This design comes from an exercise in tuning for small area, a short achievable clock period and few clock cycles per item on the open sky130 flow, not from production work. Where RTL was checked, it was by simulation tests only, not by an equivalence proof against the original. Function not checked in run 1: the RTL went through the layout flow alone.

**config.mk**
```make
export PLATFORM = sky130hd
export DESIGN_NAME = mmc_s
export DESIGN_NICKNAME = mmc_s
export VERILOG_FILES = /design/flow/design.v
export SDC_FILE = /design/flow/constraint.sdc
export NUM_CORES = 4
export LEC_CHECK = 0
export CAP_MARGIN = 20
export CORE_MARGIN = 2
export CORE_UTILIZATION = 40
export SETUP_SLACK_MARGIN = 2.5
export SLEW_MARGIN = 20
```
**constraint.sdc**
```tcl
create_clock -name core_clock -period 5.5 [get_ports {clk}]
set_input_delay 1.1000 -clock core_clock [delete_from_list [all_inputs] [get_ports {clk}]]
set_output_delay 1.1000 -clock core_clock [all_outputs]
set_load 0.01 [all_outputs]
```
**design.v**
```verilog
module mmc_s(
    input ld, clk,
    input [31:0] i_a, i_b,
    output [31:0] res,
    output done);
    function automatic [32:0] padd32(input [31:0] a, input [31:0] b, input c);
        reg [31:0] t, g, p, g0, p0;
        integer l, i, m;
        begin
            t = a ^ b;
            g0 = a;
            p0 = t;
            g0[0] = t[0] ? c : a[0];
            p0[0] = 1'b0;
            g = g0;
            p = p0;
            for (i = 1; i < 32; i = i + 1) begin
                g[i] = p0[i] ? g0[i - 1] : g0[i];
                p[i] = p0[i] & p0[i - 1];
            end
            for (l = 2; l < 32; l = l * 2)
                for (i = 0; i < 32; i = i + 1)
                    if (i & l) begin
                        m = (i & ~(l - 1)) - 1;
                        g[i] = p[i] ? g[m] : g[i];
                        p[i] = p[i] & p[m];
                    end
            padd32 = {g[31], t ^ {g[30:0], c}};
        end
    endfunction
    reg [31:0] x, y, u, v;
    reg        fy, dn;
    wire px = x[0];
    wire py = y[0] ^ fy;
    wire odd = px & py;
    wire [31:0] ny  = ~y;
    wire        cin = ~fy;
    wire [32:0] sc  = padd32(x, ny, cin);
    wire [32:0] s   = {~sc[32], sc[31:0]};
    wire        neg = s[32];
    wire        fin = &((x ^ ny) ~^ {x[30:0] | ny[30:0], cin});
    wire [31:0] p1  = s[32:1];
    wire [31:0] p2  = {1'b0, s[32:2]};
    wire [31:0] p3  = {2'b0, s[32:3]};
    wire [31:0] n1  = {1'b0, ~s[31:1]};
    wire [31:0] n2  = {2'b0, ~s[31:2]};
    wire [31:0] n3  = {3'b0, ~s[31:3]};
    wire [32:0] uv  = padd32(u, v, 1'b0);
    wire [31:0] sum = uv[31:0];
    function automatic [2:0] amt(input [2:1] l);
        amt = {~l[1] & ~l[2], ~l[1] & l[2], l[1]};
    endfunction
    wire [2:0] yl = y[2:0] ^ {3{fy}};   
    wire [2:0] kd = amt(s[2:1]);        
    wire [2:0] kx = amt(x[2:1]);
    wire [2:0] ky = amt(yl[2:1]);
    wire [2:0] kc = amt(x[2:1] | yl[2:1]);
    wire run  = ~ld & ~dn;
    wire sub  = run & odd;
    wire subx = sub & ~neg;             
    wire suby = sub & neg;              
    wire hb   = run & ~px & ~py;        
    wire hx   = run & ~px & py;         
    wire hy   = run & px & ~py;         
    wire [2:0] xd = {3{subx}} & kd;
    wire [2:0] yd = {3{suby}} & kd;
    wire [2:0] xh = ({3{hx}} & kx) | ({3{hb}} & kc);
    wire [2:0] yh = ({3{hy}} & ky) | ({3{hb}} & kc);
    wire [2:0] ud = xd | ({3{hx}} & kx);    
    wire [2:0] vd = yd | ({3{hy}} & ky);
    wire hold_x = ~(ld | subx | hx | hb);
    wire hold_y = ~(ld | suby | hy | hb);
    wire hold_u = ~(ld | suby | subx | hx);
    wire hold_v = ~(ld | subx | suby | hy);
    always @(posedge clk) begin
        x  <= ({32{ld}} & i_a)
            | ({32{xd[0]}} & p1) | ({32{xd[1]}} & p2) | ({32{xd[2]}} & p3)
            | ({32{xh[0]}} & {1'b0, x[31:1]}) | ({32{xh[1]}} & {2'b0, x[31:2]}) | ({32{xh[2]}} & {3'b0, x[31:3]})
            | ({32{hold_x}} & x);
        y  <= ({32{ld}} & i_b)
            | ({32{yd[0]}} & n1) | ({32{yd[1]}} & n2) | ({32{yd[2]}} & n3)
            | ({32{yh[0]}} & {1'b0, y[31:1]}) | ({32{yh[1]}} & {2'b0, y[31:2]}) | ({32{yh[2]}} & {3'b0, y[31:3]})
            | ({32{hold_y}} & y);
        u  <= ({32{ld}} & i_b) | ({32{suby}} & sum)
            | ({32{ud[0]}} & {u[30:0], 1'b0}) | ({32{ud[1]}} & {u[29:0], 2'b0}) | ({32{ud[2]}} & {u[28:0], 3'b0})
            | ({32{hold_u}} & u);
        v  <= ({32{subx}} & sum)
            | ({32{vd[0]}} & {v[30:0], 1'b0}) | ({32{vd[1]}} & {v[29:0], 2'b0}) | ({32{vd[2]}} & {v[28:0], 3'b0})
            | ({32{hold_v}} & v);
        fy <= suby | (~ld & fy);
        dn <= ~ld & (dn | (sub & fin));
    end
    assign res  = v;
    assign done = dn;
endmodule
```
**flow/run.sh**
```bash
#!/bin/bash
# The standard layout (standard.sh, standard synthesis unchanged), with
# the port buffers made buf_2 cells instead of ORFS's default choice (a
# delay buffer); every input and output port still gets its own buffer.
set -o pipefail
cat standard.sh > standard_sh.txt
export BUFFER_PORTS_ARGS="-buffer_cell sky130_fd_sc_hd__buf_2"
bash standard.sh > standard.log 2>&1
```
**standard.sh**
```bash
#!/bin/bash
# synth_recipe.tcl (not shown) runs the flow's synth.tcl, then flattens the netlist and writes it again
# the make line also repeats each setting of config.mk as NAME=value (left out here)
make -C /OpenROAD-flow-scripts/flow DESIGN_CONFIG=/design/flow/config.mk WORK_HOME=/design/flow/orfs CLKGATE_MAP_FILE= SYNTH_SCRIPT=/design/flow/synth_recipe.tcl "${@:-finish}"
```
==> impl_metrics.py, run 1 <==
metrics = {
    "placement": {
        "dp_hpwl_um": 29260,
        "placed_area_um2": 12030,
        "routabilityCongestion": 0.9287,
        "io_buffers": 98,
    },
    "setup_path": {
        "critPathLaunchType": "flip-flop",
        "r2r_cells": 12,
        "critPathRequiredTime_ns": 5.84,
        "reg2reg_slack_ns": 2.21,
        "crit_fanout": 6,
        "r2r_end": "y[25]",
        "r2r-start": "x[0]",
        "end_kind": "flip-flop",
        "arrival_ns": 3.63,
        "path_class": "reg2reg",
    },
    "logic_synthesis": {
        "synth_cells": 1446,
        "syn_area_per_cell_um2": 7.884,
        "synth-edff-count": 0,
        "synthMuxAreaShare_pct": 1.174,
        "synthAdderAreaFrac_pct": 4.851,
        "synth-seq-cells": 130,
        "synth-async-reset-ratio_pct": 0,
        "seq_area_frac_synth_pct": 22.83,
        "synth_warnings": 1,
        "synth-xor-area-share_pct": 10.46,
        "syn-num-nets": 1544,
        "synth-simple-area-share_pct": 14.41,
        "synth_top_family_by_area": "compound AO/OA/AOI/OAI gates",
        "synthFlopType": "dfxtp_1",
        "synth_compound_area_share_pct": 37.76,
        "yosysUniqueCellTypes": 81,
        "synth.cell_area_um2": 11400,
    },
    "route": {
        "ant_nets": 0,
        "firstDrtPassIters": 11,
        "dr.max_layer_used": "met4",
        "wl_met2_um": 23090,
        "routed-wl-met3_um": 5317,
        "vias": 14070,
        "viasPerCell": 6.883,
        "wirelength_um": 51670,
        "drt-wirelength-per-cell_um": 25.28,
        "wl_met1_um": 20270,
        "drt-initial-drc-count": 2172,
        "drcViolationCount": 0,
    },
    "hold_path": {
        "holdPathStages": 2,
        "min_path_type": "reg2reg",
        "hold_path.startpoint": "y[5]",
        "worstHoldEndpoint": "y[5]",
    },
    "clocking": {
        "cts_root_buf": "clkbuf_16",
        "cts_buffer_depth": 2,
        "h-tree-depth": 4,
        "clk_latency_ns": 0.45,
        "hold_buffers": 0,
        "clk_pin_slew_worst_paths_ns": 0.06,
        "cts_made_buffers": 17,
        "cts_sinks": 130,
        "cts_tree": "yes",
    },
    "timing": {
        "fin_crit_sh_pct": 59.87,
        "finalHoldViolations": 0,
        "hold_slack_ns": 0.5072,
        "fmax_ghz": 0.3037,
        "setup_viol": 0,
        "rsz0062_at_grt": "true",
        "relSlewSlack_pct": 42.28,
        "fin_crit_ns": 3.293,
        "final.setup_skew_ns": 0.01305,
        "tns_ns": 0,
        "finalMaxSlewViolations": 0,
        "worst_pin_slew_ns": 0.8596,
    },
    "finish": {
        "fin_nets": 1751,
        "syn2layout_area_growth_pct": 47.35,
        "multiInputGateArea_um2": 9758,
        "mostFrequentLayoutCell": "nand2_1",
        "final_cell_mix": "nand2_1, buf_4, a222oi_1, buf_2, xnor2_1",
        "final_area_um2": 16800,
        "drive_gt1_share_pct": 42.20,
        "regArea_um2": 2795,
        "num_antenna_cells": 0,
        "nFillCells": 2279,
    },
    "grt": {
        "grt_max_degree": 64,
        "grt_pass1_vias": 12130,
        "antenna_found_initial": 0,
        "track_usage_pct": 29.48,
        "globalRouteOverflowTotal": 0,
        "grt_pass1_wl_um": 70770,
    },
    "floorplanning": {
        "rows": 61,
        "start_util_pct": 40.81,
        "dieHeight_um": 172.8,
        "die_x_um": 172.8,
        "io_pins": 99,
        "dieArea_um2": 29870,
        "coreArea_um2": 27930,
    },
    "job": {
        "drv_cap": 0,
    },
    "outcome": {
        "outcome": "timing/DRC/antenna clean",
    },
}
==> flip-flops by register name, summed over array words and instances (netlist names) <==
| signal | flops |
|---|---|
| u | 32 |
| v | 32 |
| dn | 1 |
| y | 32 |
| x | 32 |
| fy | 1 |
==> layout make-up <==
class / count / share of cell area, %
well taps: 378 / 2.816
repair buffers: 336 / 17.27
inverters: 62 / 1.467
clock buffers: 20 / 2.778
clock inverters: 12 / 0.9311
multi-input cells: 1106 / 58.09
flip-flops and latches: 130 / 16.64
==> worst max-delay path by stage <==
stage,start,endpoint,slack [ns],cells past startpoint
2_1_floorplan,x[0],y[14],2.50,14
3_3_place_gp,x[1],u[18],1.50,11
3_5_place_dp,x[1],u[18],1.35,11
4_1_cts,x[0],u[18],2.36,12
5_1_grt,x[0],y[24],2.17,12
6_report,x[0],y[25],2.21,12
==> cells in the mapped netlist, types with 45 or more instances <==
| master | n | share of area, % |
|---|---|---|
| inv_1 | 62 | 2.0 |
| nand2_1 | 188 | 6.2 |
| nor2_1 | 62 | 2.0 |
| o211ai_1 | 56 | 3.7 |
| o21ai_0 | 47 | 2.1 |
| xor2_1 | 62 | 4.8 |
| xnor2_1 | 71 | 5.5 |
| a222oi_1 | 98 | 8.6 |
| a22oi_1 | 62 | 4.1 |
| a21oi_1 | 45 | 2.0 |
| clkbuf_1 | 97 | 3.2 |
| dfxtp_1 | 130 | 23 |
==> stage by stage <==
stage / std cells / utilization, % / setup slack [ns]
finish: 2044 / 60.13 / 2.207
global route: 2044 / 60.13 / 2.169
CTS: 1914 / 52.18 / 2.361
detailed placement: 1791 / 43.08 / 1.351
global placement: 1791 / 43.08 / 1.503
floorplan: 1446 / - / 2.498
==> routing by layer <==
layer	vias up	track usage (%)
met3	216	4.705
met2	1059	44.20
met4	0	16.24
li1	6080	-
met5	-	0
met1	6714	40.33
==> critical path: stages, from the launching register on <==
cell and delay, ns:
dfxtp_4 0.37, inv_6 0.04, ha_4 0.21, or2_4 0.23, nand4_1 0.14, a31oi_4 0.13
a2111o_2 0.62, a211oi_4 0.39, o211ai_1 0.19, a31oi_2 0.30, xor2_2 0.11, buf_4 0.16
a221o_1 0.30
==> logic make-up after synthesis <==
| family | count (synthesis) |
|---|---|
| multiplexers | 13 |
| XOR/XNOR | 134 |
| buffers and inverters | 217 |
| flip-flops | 130 |
| adder cells (fa/ha/maj) | 47 |
| AO/OA/AOI/OAI | 543 |
| AND/OR/NAND/NOR | 362 |
==> timing repair <==
item | CTS | global route
endpoints found under the setup margin | 129 | 125
gates cloned | 8 | 7
endpoints found under the hold margin | 0 | 0
pin swaps | 79 | 109
buffers inserted | 83 | 123
gates resized for setup | 270 | 235
==> run 2, diff against run 1 <==
--- a/design.v
+++ b/design.v
@@ -72,14 +72,16 @@
     wire hold_y = ~(ld | suby | hy | hb);
     wire hold_u = ~(ld | suby | subx | hx);
     wire hold_v = ~(ld | subx | suby | hy);
+    wire [34:0] bx = sub ? {2'b0, s[32:0]} : {3'b0, x};
+    wire [34:0] by = sub ? {2'b0, ~s[32], ~s[31:0]} : {3'b0, y};
+    wire [2:0]  sx = xd | xh;
+    wire [2:0]  sy = yd | yh;
     always @(posedge clk) begin
         x  <= ({32{ld}} & i_a)
-            | ({32{xd[0]}} & p1) | ({32{xd[1]}} & p2) | ({32{xd[2]}} & p3)
-            | ({32{xh[0]}} & {1'b0, x[31:1]}) | ({32{xh[1]}} & {2'b0, x[31:2]}) | ({32{xh[2]}} & {3'b0, x[31:3]})
+            | ({32{sx[0]}} & bx[32:1]) | ({32{sx[1]}} & bx[33:2]) | ({32{sx[2]}} & bx[34:3])
             | ({32{hold_x}} & x);
         y  <= ({32{ld}} & i_b)
-            | ({32{yd[0]}} & n1) | ({32{yd[1]}} & n2) | ({32{yd[2]}} & n3)
-            | ({32{yh[0]}} & {1'b0, y[31:1]}) | ({32{yh[1]}} & {2'b0, y[31:2]}) | ({32{yh[2]}} & {3'b0, y[31:3]})
+            | ({32{sy[0]}} & by[32:1]) | ({32{sy[1]}} & by[33:2]) | ({32{sy[2]}} & by[34:3])
             | ({32{hold_y}} & y);
         u  <= ({32{ld}} & i_b) | ({32{suby}} & sum)
             | ({32{ud[0]}} & {u[30:0], 1'b0}) | ({32{ud[1]}} & {u[29:0], 2'b0}) | ({32{ud[2]}} & {u[28:0], 3'b0})
==> run 2 against run 1 <==
First-iteration DRC count grew 5.9%; register-to-register slack worse by 0.05 ns; global-route usage is 1.6 points higher; cell area decreased by 4.9%; core utilization down 0.36 points; count of clock-buffer cells in the layout increased by 3; setup slack worse by 0.053 ns; still clean; synthesized area shrank 5.3%; die area decreased by 5.2%.
==> impl_metrics.py, run 2 <==
metrics = {
    "finish": {
        "final_core_util_pct": 59.78,
        "syn2layout_area_growth_pct": 48.03,
        "nFillCells": 2202,
        "mostFrequentLayoutCell": "nand2_1",
        "drive_gt1_share_pct": 40.09,
        "fin_nets": 1724,
        "final_cell_mix": "nand2_1, buf_4, buf_2",
    },
    "logic_synthesis": {
        "synth_top_family_by_area": "compound AO/OA/AOI/OAI gates",
        "yosysMostFrequentCell": "nand2_1",
        "synthAdderAreaFrac_pct": 5.774,
        "synth-seq-cells": 130,
        "synth_top_cell_by_area": "dfxtp_1",
        "netlist_top_cells_area": "dfxtp_1, a222oi_1, xnor2_1, nand2_1, clkbuf_1",
        "synthFlopType": "dfxtp_1",
        "synth-edff-count": 0,
        "synthMuxAreaShare_pct": 2.041,
        "synth_cells": 1417,
        "yosysUniqueCellTypes": 72,
        "seq_area_frac_synth_pct": 24.12,
        "synth_warnings": 1,
        "syn_area_per_cell_um2": 7.616,
        "synth_top_area_share_pct": 24.12,
        "synth.top_cells.by_count": "nand2_1, clkbuf_1, dfxtp_1",
        "synth-xor-area-share_pct": 9.983,
        "synth_compound_area_share_pct": 34.74,
        "synth.cell_area_um2": 10790,
        "synth-simple-area-share_pct": 16.34,
        "syn-num-nets": 1515,
        "synth-async-reset-ratio_pct": 0,
    },
    "route": {
        "firstDrtPassIters": 9,
        "drt-initial-drc-count": 2301,
        "drcViolationCount": 0,
        "ant_nets": 0,
        "wirelength_um": 51340,
        "drt-wirelength-per-cell_um": 25.92,
        "vias": 13570,
        "viasPerCell": 6.849,
    },
    "clocking": {
        "clk_latency_ns": 0.44,
        "cts_buffer_depth": 2,
        "cts_made_buffers": 17,
        "cts_tree": "yes",
        "hold_buffers": 0,
        "cts_root_buf": "clkbuf_16",
        "clk_pin_slew_worst_paths_ns": 0.06,
        "cts_sinks": 130,
        "h-tree-depth": 4,
    },
    "floorplanning": {
        "start_util_pct": 40.38,
        "coreArea_um2": 26730,
        "dieHeight_um": 168.3,
        "io_pins": 99,
        "rows": 60,
        "dieArea_um2": 28310,
        "die_x_um": 168.3,
    },
    "setup_path": {
        "worstSetupEndpoint": "u[15]",
        "r2r_cells": 11,
        "r2r_end": "u[15]",
        "crit_top_cell": "maj3_2",
        "critical-path-top-delay-family": "adder cells",
        "crit_chain": "ha_4 -> maj3_2 -> maj3_2 -> maj3_2 -> o221a_4 -> o21a_1 -> maj3_2 -> maj3_2 -> maj3_2 -> xor2_2 -> o21ai_1",
        "crit_start": "v[0]",
        "arrival_ns": 3.67,
        "path_buf_inv": 0,
        "critPathRequiredTime_ns": 5.82,
        "crit_slowest_cell": "dfxtp_4",
        "r2r-start": "v[0]",
        "reg2reg_slack_ns": 2.15,
        "crit_fanout": 4,
        "cp_num_cells": 11,
        "end_kind": "flip-flop",
        "critPathLaunchType": "flip-flop",
        "critPathMaxStageDelay_ns": 0.35,
        "path_class": "reg2reg",
    },
    "outcome": {
        "outcome": "timing/DRC/antenna clean",
    },
    "grt": {
        "grt_pass1_vias": 11600,
        "track_usage_pct": 31.03,
        "antenna_found_initial": 1,
        "grt_pass1_wl_um": 68710,
        "grt_max_degree": 71,
        "globalRouteOverflowTotal": 0,
    },
    "timing": {
        "finalMaxSlewViolations": 0,
        "worst_pin_slew_ns": 1.163,
        "final.setup_skew_ns": 0.01346,
        "fin_crit_sh_pct": 60.84,
        "setup_viol": 0,
        "rsz0062_at_grt": "true",
        "relSlewSlack_pct": 20.27,
        "fin_crit_ns": 3.346,
        "finalHoldViolations": 0,
        "tns_ns": 0,
        "fmax_ghz": 0.2989,
    },
    "placement": {
        "dp_hpwl_um": 28670,
        "io_buffers": 98,
        "routabilityCongestion": 0.9507,
    },
    "hold_path": {
        "min_path_type": "reg2reg",
    },
    "job": {
        "drv_cap": 0,
    },
}
-- run 2: changes by cell type after synthesis, sizes merged, moves of 16 or more --
cell    delta
buf       -49
a221o     -33
nand2     -24
clkbuf    +43
nor2      +24
o21ai     +36
a21oi     +16
a221oi    -17
-- run 2: repair_timing --
action                                  in CTS  in global routing
resized for setup                          224                231
cloned                                      13                 14
setup buffers                               99                 93
endpoints found under the setup margin     129                127
pin swaps                                   97                160
-- run 2: worst min path at each step --
stage | from | to | depth (start not counted)
floorplan | x[3] | x[3] | 2
global placement | x[3] | x[3] | 2
detailed placement | x[3] | x[3] | 2
CTS | x[3] | x[3] | 2
global route | x[4] | x[4] | 2
finish | x[3] | x[3] | 2
-- run 2: routing by layer --
metal	GRT usage [%]	up-vias	routed length, µm
li1	-	5832	-
met1	41.51	6438	19000
met2	49.02	1011	22950
met3	4.584	286	5649
met4	15.03	0	3740
met5	0	-	0
-- run 2: kinds of logic after synthesis --
group,Yosys count
AOI/OAI and AO/OA,503
adders and majority gates,53
muxes,21
xor gates and xnor gates,123
buffers and inverters,201
DFF,130
and+or+nand+nor,386
-- run 2: area by class of cell --
class                           instances  area (µm²)  area share (%)
Clock buffer                           23       479.2           3.000
Tap cell                              341       426.7           2.671
Antenna cell                            1       2.502         0.01566
Multi-Input combinational cell       1098        9194           57.55
Inverter                               54       220.2           1.378
Clock inverter                          9       126.4          0.7910
Timing Repair Buffer                  325        2833           17.73
Sequential cell                       130        2694           16.86
-- run 2: tightest hold or removal path, stage by stage (launching register included) --
cell and delay, ns:
dfxtp_1 0.33, a222oi_1 0.07, nand2_1 0.05
-- run 2: metrics by stage --
stage	worst slack, ns	hold slack [ns]	cell area (µm²)	std cells
detailed placement	1.345	0.4660	11580	1729
CTS	2.212	0.4794	14100	1873
global route	2.087	0.5219	15970	1980
global placement	1.355	0.4570	11570	1729
floorplan	2.087	0.4417	11100	1417
finish	2.154	0.4784	15980	1981
Testbench counts of run 2, summed over its fixed seeds: cycles 8,802, items 1,200.
==> run 3, diff against run 2 <==
--- a/config.mk
+++ b/config.mk
@@ -8,5 +8,7 @@
 export CAP_MARGIN = 20
 export CORE_MARGIN = 2
 export CORE_UTILIZATION = 40
-export SETUP_SLACK_MARGIN = 2.5
+export CTS_BUF_LIST = sky130_fd_sc_hd__clkbuf_4 sky130_fd_sc_hd__clkbuf_8
+export CTS_CLUSTER_SIZE = 30
+export SETUP_SLACK_MARGIN = 2.0
 export SLEW_MARGIN = 20
==> run 3 against run 2 <==
Still clean; via count down 15%; maximum frequency decreased by 1.3%; sequential share of layout area up 4.4 points; hold slack improved by 0.013 ns; die area unchanged; count of clock-buffer cells in the layout decreased by 4; register-to-register slack got worse by 0.05 ns; clock skew rose by 0.0066 ns; critical path type unchanged; critical endpoint is now v[15]; highest routed layer unchanged.
==> impl_metrics.py, run 3 <==
metrics = {
    "outcome": {
        "outcome": "timing/DRC/antenna clean",
    },
    "logic_synthesis": {
        "synth.top_cells.by_count": "nand2_1, clkbuf_1, dfxtp_1",
        "synth-seq-cells": 130,
        "synth_warnings": 1,
        "synth-xor-area-share_pct": 9.983,
        "netlist_top_cells_area": "dfxtp_1, a222oi_1, xnor2_1, nand2_1, clkbuf_1",
        "yosysMostFrequentCell": "nand2_1",
        "synthMuxAreaShare_pct": 2.041,
        "synth_cells": 1417,
        "synth_top_family_by_area": "compound AO/OA/AOI/OAI gates",
        "seq_area_frac_synth_pct": 24.12,
        "synthFlopType": "dfxtp_1",
        "synth_top_area_share_pct": 24.12,
        "synth-edff-count": 0,
        "synthAdderAreaFrac_pct": 5.774,
        "synth.cell_area_um2": 10790,
        "synth-simple-area-share_pct": 16.34,
        "syn-num-nets": 1515,
        "yosysUniqueCellTypes": 72,
        "synth_compound_area_share_pct": 34.74,
        "syn_area_per_cell_um2": 7.616,
        "synth-async-reset-ratio_pct": 0,
        "synth_top_cell_by_area": "dfxtp_1",
    },
    "clocking": {
        "clk_latency_ns": 0.48,
        "cts_tree": "yes",
        "cts_root_buf": "clkbuf_8",
        "clk_pin_slew_worst_paths_ns": 0.08,
        "cts_sinks": 130,
        "hold_buffers": 0,
        "cts_buffer_depth": 2,
        "h-tree-depth": 4,
        "cts_made_buffers": 17,
    },
    "floorplanning": {
        "coreArea_um2": 26730,
        "start_util_pct": 40.38,
        "rows": 60,
        "dieArea_um2": 28310,
        "dieHeight_um": 168.3,
        "io_pins": 99,
        "die_x_um": 168.3,
    },
    "finish": {
        "final_area_um2": 12340,
        "drive_gt1_share_pct": 18.69,
        "num_antenna_cells": 0,
        "regArea_um2": 2625,
        "nFillCells": 2705,
        "multiInputGateArea_um2": 7836,
        "mostFrequentLayoutCell": "nand2_1",
        "final_core_util_pct": 46.16,
        "final_cell_mix": "nand2_1, dfxtp_1, buf_2",
        "fin_nets": 1530,
        "syn2layout_area_growth_pct": 14.32,
    },
    "setup_path": {
        "end_kind": "flip-flop",
        "critPathLaunchType": "flip-flop",
        "critPathRequiredTime_ns": 5.90,
        "crit_fanout": 5,
        "arrival_ns": 3.79,
        "path_class": "reg2reg",
    },
    "route": {
        "viasPerCell": 6.480,
        "firstDrtPassIters": 11,
        "drcViolationCount": 0,
        "wirelength_um": 38190,
        "vias": 11570,
        "ant_nets": 0,
        "drt-initial-drc-count": 1738,
        "drt-wirelength-per-cell_um": 21.38,
    },
    "timing": {
        "finalMaxSlewViolations": 0,
        "fin_crit_ns": 3.391,
        "setup_viol": 0,
        "tns_ns": 0,
        "final.setup_skew_ns": 0.02008,
        "relSlewSlack_pct": 40.95,
        "fmax_ghz": 0.2949,
        "finalHoldViolations": 0,
        "worst_pin_slew_ns": 0.8765,
        "fin_crit_sh_pct": 61.66,
        "rsz0062_at_grt": "true",
    },
    "grt": {
        "antenna_found_initial": 0,
        "grt_pass1_wl_um": 58550,
        "track_usage_pct": 25.81,
        "grt_pass1_vias": 10460,
        "grt_max_degree": 71,
        "globalRouteOverflowTotal": 0,
    },
    "job": {
        "drv_cap": 0,
    },
    "placement": {
        "placed_area_um2": 11410,
        "io_buffers": 98,
        "routabilityCongestion": 0.9207,
        "dp_hpwl_um": 26600,
    },
    "hold_path": {
        "min_path_type": "reg2reg",
    },
}
==> run 3: repair_timing <==
| action | in CTS | in global routing |
|---|---|---|
| setup endpoints to repair | 128 | 101 |
| setup buffers | 11 | 6 |
| resized for setup | 35 | 63 |
| gates cloned | 0 | 3 |
| pin swaps | 10 | 18 |
==> run 3: area by class of cell <==
type	instances	area share, %
multi-input cells	1087	63.52
flip-flops and latches	130	21.28
repair buffers	142	7.120
well taps	341	3.458
clock buffers	19	2.069
inverters	54	1.643
clock inverters	13	0.9128
==> run 3: cells by family (layout without fill, tap and decap cells) <==
| logic type | after synthesis | after routing |
|---|---|---|
| buf+inv | 201 | 228 |
| fa+ha+maj | 53 | 53 |
| compound gates | 503 | 503 |
| simple gates | 386 | 387 |
| flops | 130 | 130 |
| mux | 21 | 21 |
| xor+xnor | 123 | 123 |
==> run 3: worst paths after layout <==
| path | startpoint | slack [ns] | cells after the start | endpoint |
|---|---|---|---|---|
| max | v[0] | 2.11 | 11 | v[15] |
| max reg2reg | v[0] | 2.11 | 11 | v[15] |
| min | x[3] | 0.49 | 2 | x[3] |
| min reg2reg | x[3] | 0.49 | 2 | x[3] |
==> run 3: metal layers <==
metal / global-route usage [%] / up-vias / routed length, µm
met4: 7.909 / 0 / 881
met1: 36.61 / 5502 / 17050
met2: 40.10 / 612 / 16930
met3: 4.184 / 57 / 3331
met5: 0 / - / 0
li1: - / 5403 / -
==> run 3: stage by stage <==
step	cells	hold slack (ns)	worst slack [ns]
finish	1786	0.4910	2.109
global route	1786	0.5227	1.986
CTS	1777	0.4847	2.004
detailed placement	1734	0.4662	1.271
global placement	1734	0.4615	1.346
floorplan	1417	0.4417	2.008
==> run 3: worst max-delay path: stages (launching register included) <==
cell and delay (ns):
dfxtp_4 0.37, ha_4 0.17, maj3_2 0.30, maj3_2 0.31
maj3_2 0.35, o221a_4 0.31, o21a_1 0.20, maj3_2 0.33
maj3_2 0.33, maj3_2 0.33, xor2_2 0.16, o21ai_1 0.15
==> run 4, diff against run 3 <==
--- a/config.mk
+++ b/config.mk
@@ -10,5 +10,5 @@
 export CORE_UTILIZATION = 40
 export CTS_BUF_LIST = sky130_fd_sc_hd__clkbuf_4 sky130_fd_sc_hd__clkbuf_8
 export CTS_CLUSTER_SIZE = 30
-export SETUP_SLACK_MARGIN = 2.0
+export SETUP_SLACK_MARGIN = 2.2
 export SLEW_MARGIN = 20
==> run 4 against run 3 <==
Final cell count rose by 4.0%; setup slack improved by 0.0041 ns; highest routed layer unchanged; core utilization rose by 4.6 points; wire length rose by 6.8%; global-route usage rose by 0.13 points; critical path type unchanged; non-clock buffer count rose by 73; synthesized area did not move; synthesized cell count did not move; via count rose by 4.1%.
==> impl_metrics.py, run 4 <==
metrics = {
    "logic_synthesis": {
        "synth-seq-cells": 130,
        "synth_cells": 1417,
        "synth.top_cells.by_count": "nand2_1, clkbuf_1, dfxtp_1",
        "synth_top_area_share_pct": 24.12,
        "yosysUniqueCellTypes": 72,
        "synth-async-reset-ratio_pct": 0,
        "synth-edff-count": 0,
        "synthFlopType": "dfxtp_1",
        "synth_top_cell_by_area": "dfxtp_1",
        "netlist_top_cells_area": "dfxtp_1, a222oi_1, xnor2_1, nand2_1, clkbuf_1",
        "seq_area_frac_synth_pct": 24.12,
        "synth.cell_area_um2": 10790,
        "syn_area_per_cell_um2": 7.616,
        "synth_warnings": 1,
        "syn-num-nets": 1515,
        "yosysMostFrequentCell": "nand2_1",
    },
    "timing": {
        "fmax_ghz": 0.2952,
        "fin_crit_ns": 3.387,
        "setup_ws_ns": 2.113,
        "finalMaxSlewViolations": 0,
        "finalHoldViolations": 0,
        "fin_crit_sh_pct": 61.59,
        "worst_pin_slew_ns": 0.9809,
        "setup_viol": 0,
        "hold_slack_ns": 0.4995,
        "final.setup_skew_ns": 0.02009,
        "relSlewSlack_pct": 34.21,
        "tns_ns": 0,
        "rsz0062_at_grt": "true",
    },
    "route": {
        "ant_nets": 0,
        "drt-initial-drc-count": 1797,
        "vias": 12050,
        "viasPerCell": 6.491,
        "drt-wirelength-per-cell_um": 21.96,
        "firstDrtPassIters": 9,
        "wirelength_um": 40780,
        "drcViolationCount": 0,
    },
    "setup_path": {
        "r2r_end": "v[15]",
        "worstSetupEndpoint": "v[15]",
        "crit_fanout": 7,
        "r2r_cells": 16,
        "path_class": "reg2reg",
        "critPathLaunchType": "flip-flop",
        "reg2reg_slack_ns": 2.11,
        "arrival_ns": 3.73,
        "end_kind": "flip-flop",
        "crit_start": "x[0]",
        "critPathRequiredTime_ns": 5.84,
        "r2r-start": "x[0]",
    },
    "finish": {
        "final_area_um2": 13550,
        "drive_gt1_share_pct": 26.85,
        "final_core_util_pct": 50.72,
        "fin_nets": 1604,
        "mostFrequentLayoutCell": "nand2_1",
        "final_cell_mix": "nand2_1, dfxtp_1, buf_2",
        "nFillCells": 2519,
        "num_antenna_cells": 0,
        "syn2layout_area_growth_pct": 25.60,
        "stdcell_count": 1857,
    },
    "grt": {
        "grt_max_degree": 81,
        "track_usage_pct": 25.94,
        "globalRouteOverflowTotal": 0,
        "grt_pass1_wl_um": 59090,
        "antenna_found_initial": 0,
        "grt_pass1_vias": 10610,
    },
    "clocking": {
        "clk_pin_slew_worst_paths_ns": 0.09,
        "h-tree-depth": 4,
        "cts_root_buf": "clkbuf_8",
        "cts_made_buffers": 17,
        "clk_latency_ns": 0.45,
        "cts_buffer_depth": 2,
        "cts_tree": "yes",
        "cts_sinks": 130,
    },
    "floorplanning": {
        "io_pins": 99,
        "rows": 60,
        "dieArea_um2": 28310,
        "start_util_pct": 40.38,
        "die_x_um": 168.3,
        "coreArea_um2": 26730,
        "dieHeight_um": 168.3,
    },
    "hold_path": {
        "hold_path.startpoint": "x[3]",
        "holdPathStages": 2,
        "min_path_type": "reg2reg",
    },
    "placement": {
        "dp_hpwl_um": 26170,
        "io_buffers": 98,
        "placed_area_um2": 11460,
        "routabilityCongestion": 0.9231,
        "dp.cells": 1734,
        "dp_slack_ns": 1.371,
    },
    "job": {
        "drv_cap": 0,
    },
    "outcome": {
        "outcome": "timing/DRC/antenna clean",
    },
}
run 4: metal layers:
| metal | wire [µm] | up-vias | global-route usage [%] |
|---|---|---|---|
| li1 | - | 5583 | - |
| met1 | 17470 | 5759 | 36.45 |
| met2 | 18280 | 632 | 39.85 |
| met3 | 3828 | 80 | 4.795 |
| met4 | 1202 | 0 | 8.846 |
| met5 | 0 | - | 0 |
run 4: worst min path at each step:
stage	end	slack, ns
2_1_floorplan	x[3]	0.44
3_3_place_gp	x[3]	0.46
3_5_place_dp	x[3]	0.46
4_1_cts	x[3]	0.48
5_1_grt	x[3]	0.50
6_report	x[3]	0.50
run 4: logic make-up after synthesis:
family | after synthesis | share of synthesized area [%]
AO/OA/AOI/OAI | 503 | 34.74
AND/OR/NAND/NOR | 386 | 16.34
buffers and inverters | 201 | 7.014
flip-flops | 130 | 24.12
XOR/XNOR | 123 | 9.983
adder cells (fa/ha/maj) | 53 | 5.774
multiplexers | 21 | 2.041
run 4: layout make-up:
type	instances	area [µm²]	share of cell area (%)
inverters	54	210.2	1.551
multi-input cells	1088	8293	61.18
clock inverters	11	116.4	0.8585
well taps	341	426.7	3.148
flip-flops and latches	130	2660	19.63
clock buffers	18	247.7	1.828
repair buffers	215	1600	11.81
run 4: repair_timing:
action,4_1_cts,5_1_grt
hold buffers,0,0
gates resized for setup,60,158
hold endpoints to repair,0,0
gates cloned,2,7
setup buffers,27,58
pin swaps,21,60
setup endpoints to repair,128,118
run 4: critical path, cell delays in order, from the launching register on:
cell and delay [ns]:
dfxtp_4 0.39, inv_6 0.05, ha_4 0.22, and2_4 0.16
o311ai_4 0.33, a31oi_4 0.16, o2111ai_4 0.32, nand4_1 0.24
buf_4 0.20, buf_6 0.11, nand3_4 0.14, buf_12 0.13
o22ai_4 0.11, buf_12 0.19, a22o_1 0.22, a221oi_1 0.21
o21ai_1 0.10
==> run 5, diff against run 4 <==
--- a/config.mk
+++ b/config.mk
@@ -10,5 +10,5 @@
 export CORE_UTILIZATION = 40
 export CTS_BUF_LIST = sky130_fd_sc_hd__clkbuf_4 sky130_fd_sc_hd__clkbuf_8
 export CTS_CLUSTER_SIZE = 30
-export SETUP_SLACK_MARGIN = 2.2
+export SETUP_SLACK_MARGIN = 1.8
 export SLEW_MARGIN = 20
==> run 5 against run 4 <==
Synthesized cell count did not move; flip-flop and latch count did not move; setup slack got worse by 0.22 ns; final cell count fell by 4.1%; non-clock buffer count fell by 79.
==> impl_metrics.py, run 5 <==
metrics = {
    "finish": {
        "fin_nets": 1524,
        "final_core_util_pct": 45.34,
        "drive_gt1_share_pct": 16.89,
        "nFillCells": 2716,
        "syn2layout_area_growth_pct": 12.29,
        "final_area_um2": 12120,
        "stdcell_count": 1780,
        "num_antenna_cells": 0,
        "mostFrequentLayoutCell": "nand2_1",
        "final_cell_mix": "nand2_1, dfxtp_1, a222oi_1, buf_2, nor2_1",
    },
    "logic_synthesis": {
        "netlist_top_cells_area": "dfxtp_1, a222oi_1, xnor2_1, nand2_1, clkbuf_1",
        "seq_area_frac_synth_pct": 24.12,
        "synth-edff-count": 0,
        "synth.top_cells.by_count": "nand2_1, clkbuf_1, dfxtp_1",
        "synth-async-reset-ratio_pct": 0,
        "synth-seq-cells": 130,
        "syn-num-nets": 1515,
        "synth_top_area_share_pct": 24.12,
        "synth_cells": 1417,
        "synthFlopType": "dfxtp_1",
        "syn_area_per_cell_um2": 7.616,
        "yosysMostFrequentCell": "nand2_1",
        "synth_top_cell_by_area": "dfxtp_1",
        "synth_warnings": 1,
        "yosysUniqueCellTypes": 72,
        "synth.cell_area_um2": 10790,
    },
    "grt": {
        "track_usage_pct": 25.60,
        "grt_max_degree": 69,
        "antenna_found_initial": 0,
        "grt_pass1_vias": 10440,
        "globalRouteOverflowTotal": 0,
        "grt_pass1_wl_um": 57920,
    },
    "clocking": {
        "cts_buffer_depth": 2,
        "clk_latency_ns": 0.48,
        "clk_pin_slew_worst_paths_ns": 0.09,
        "cts_sinks": 130,
        "h-tree-depth": 4,
        "cts_tree": "yes",
        "cts_made_buffers": 17,
        "cts_root_buf": "clkbuf_8",
        "hold_buffers": 0,
    },
    "route": {
        "firstDrtPassIters": 9,
        "drt-wirelength-per-cell_um": 21.12,
        "viasPerCell": 6.389,
        "drcViolationCount": 0,
        "vias": 11370,
        "wirelength_um": 37590,
        "ant_nets": 0,
        "drt-initial-drc-count": 1842,
    },
    "setup_path": {
        "critPathLaunchType": "flip-flop",
        "r2r_cells": 11,
        "path_class": "reg2reg",
        "critPathRequiredTime_ns": 5.86,
        "crit_start": "v[0]",
        "r2r-start": "v[0]",
        "crit_fanout": 6,
        "reg2reg_slack_ns": 1.90,
        "worstSetupEndpoint": "u[15]",
        "end_kind": "flip-flop",
        "arrival_ns": 3.97,
        "r2r_end": "u[15]",
    },
    "placement": {
        "dp_hpwl_um": 26650,
        "routabilityCongestion": 0.9052,
        "io_buffers": 98,
        "placed_area_um2": 11410,
        "dp.cells": 1737,
        "dp_slack_ns": 1.007,
    },
    "floorplanning": {
        "io_pins": 99,
        "coreArea_um2": 26730,
        "rows": 60,
        "dieHeight_um": 168.3,
        "die_x_um": 168.3,
        "start_util_pct": 40.38,
        "dieArea_um2": 28310,
    },
    "job": {
        "drv_cap": 0,
    },
    "timing": {
        "fin_crit_ns": 3.603,
        "rsz0062_at_grt": "true",
        "setup_ws_ns": 1.897,
        "finalHoldViolations": 0,
        "tns_ns": 0,
        "fin_crit_sh_pct": 65.51,
        "worst_pin_slew_ns": 1.144,
        "hold_slack_ns": 0.4970,
        "finalMaxSlewViolations": 0,
        "fmax_ghz": 0.2775,
        "relSlewSlack_pct": 23.19,
        "final.setup_skew_ns": 0.01724,
        "setup_viol": 0,
    },
    "outcome": {
        "outcome": "timing/DRC/antenna clean",
    },
    "hold_path": {
        "min_path_type": "reg2reg",
    },
}
[run 5: changes by cell type in the layout (fill, tap and decap cells not counted), sizes merged]
cell,previous run,this run
buf,212,136
clkinvlp,3,1
or2,9,7
nor2,86,87
clkbuf,21,20
inv,54,55
clkinv,6,8
[run 5: cell families after synthesis]
| family | share of synthesized area, % |
|---|---|
| compound gates | 34.74 |
| simple gates | 16.34 |
| buf+inv | 7.014 |
| flops | 24.12 |
| xor+xnor | 9.983 |
| fa+ha+maj | 5.774 |
| mux | 2.041 |
[run 5: worst min path at each step]
stage	from	endpoint	slack [ns]	cells past startpoint
after global routing	x[3]	x[3]	0.54	2
after global placement	x[3]	x[3]	0.46	2
after CTS	x[3]	x[3]	0.50	2
final	x[3]	x[3]	0.50	2
after floorplan	x[3]	x[3]	0.44	2
after detailed placement	x[3]	x[3]	0.48	2
[run 5: area by class of cell]
type	count	area, µm²	area share [%]
tap	341	426.7	3.521
sequential	130	2611	21.55
timing repair buffer	136	782.0	6.453
multi-input combinational	1087	7689	63.45
clock inverter	12	131.4	1.084
clock buffer	20	275.3	2.272
inverter	54	202.7	1.673
[run 5: what timing repair did]
item                                    4_1_cts  5_1_grt
endpoints found under the setup margin      128       85
gates resized for setup                      20       30
cloned                                        0        1
setup buffers                                 3        7
pin swaps                                     3        5
[run 5: layer usage]
metal  track usage, %  wire, µm  up-vias  part of all wire (%)
met3            4.090      2899       61                   7.7
met4            8.921      1044        0                   2.8
met2            38.95     16200      510                    43
met1            36.58     17440     5405                    46
li1                 -         -     5397                     -
met5                0         0        -                     0
[run 5: critical path: stages (launching register included)]
cell and delay, ns:
dfxtp_2 0.37, ha_2 0.22, maj3_2 0.35, maj3_2 0.36, maj3_2 0.38, o221a_4 0.33, o21a_4 0.23, maj3_2 0.33
maj3_2 0.33, maj3_2 0.33, xor2_2 0.18, o21ai_1 0.09

port drivers added, routing unchanged:
The results above use ideal ports. As a check the final layouts listed here were re-extracted and re-timed, cells and wires unchanged.
Step 1: set_driving_cell puts a clkbuf_16 on clk and a buf_2 on each other input, an assumption about the parent block.
Step 2 moves the port delays by t, midway between the first and last clock arrival at a register: inputs arrive t later, outputs are due t later. That takes back most of the time a late clock gives input paths.
Three values: no drivers, after step 1, after step 2; two values: the first two.
| run | t, ns | slack for setup (ns) | worst slew at a driven data input, ns |
|---|---|---|---|
| run 1 | 0.496 | 2.207 / 2.207 / 1.928 | 0.11 |
| run 2 | 0.482 | 2.154 / 2.154 / 1.976 | 0.06 |
| run 3 | 0.511 | 2.109 / 2.109 / 1.632 | 0.04 |
| run 4 | 0.485 | 2.113 / 2.113 / 1.822 | 0.03 |
| run 5 | 0.510 | 1.897 / 1.897 / 1.515 | 0.03 |
After both steps setup and hold are still met in every run listed. The setup slack of run 3, which loses most, moves by 0.000 ns with the drivers and by -0.477 ns with both steps.
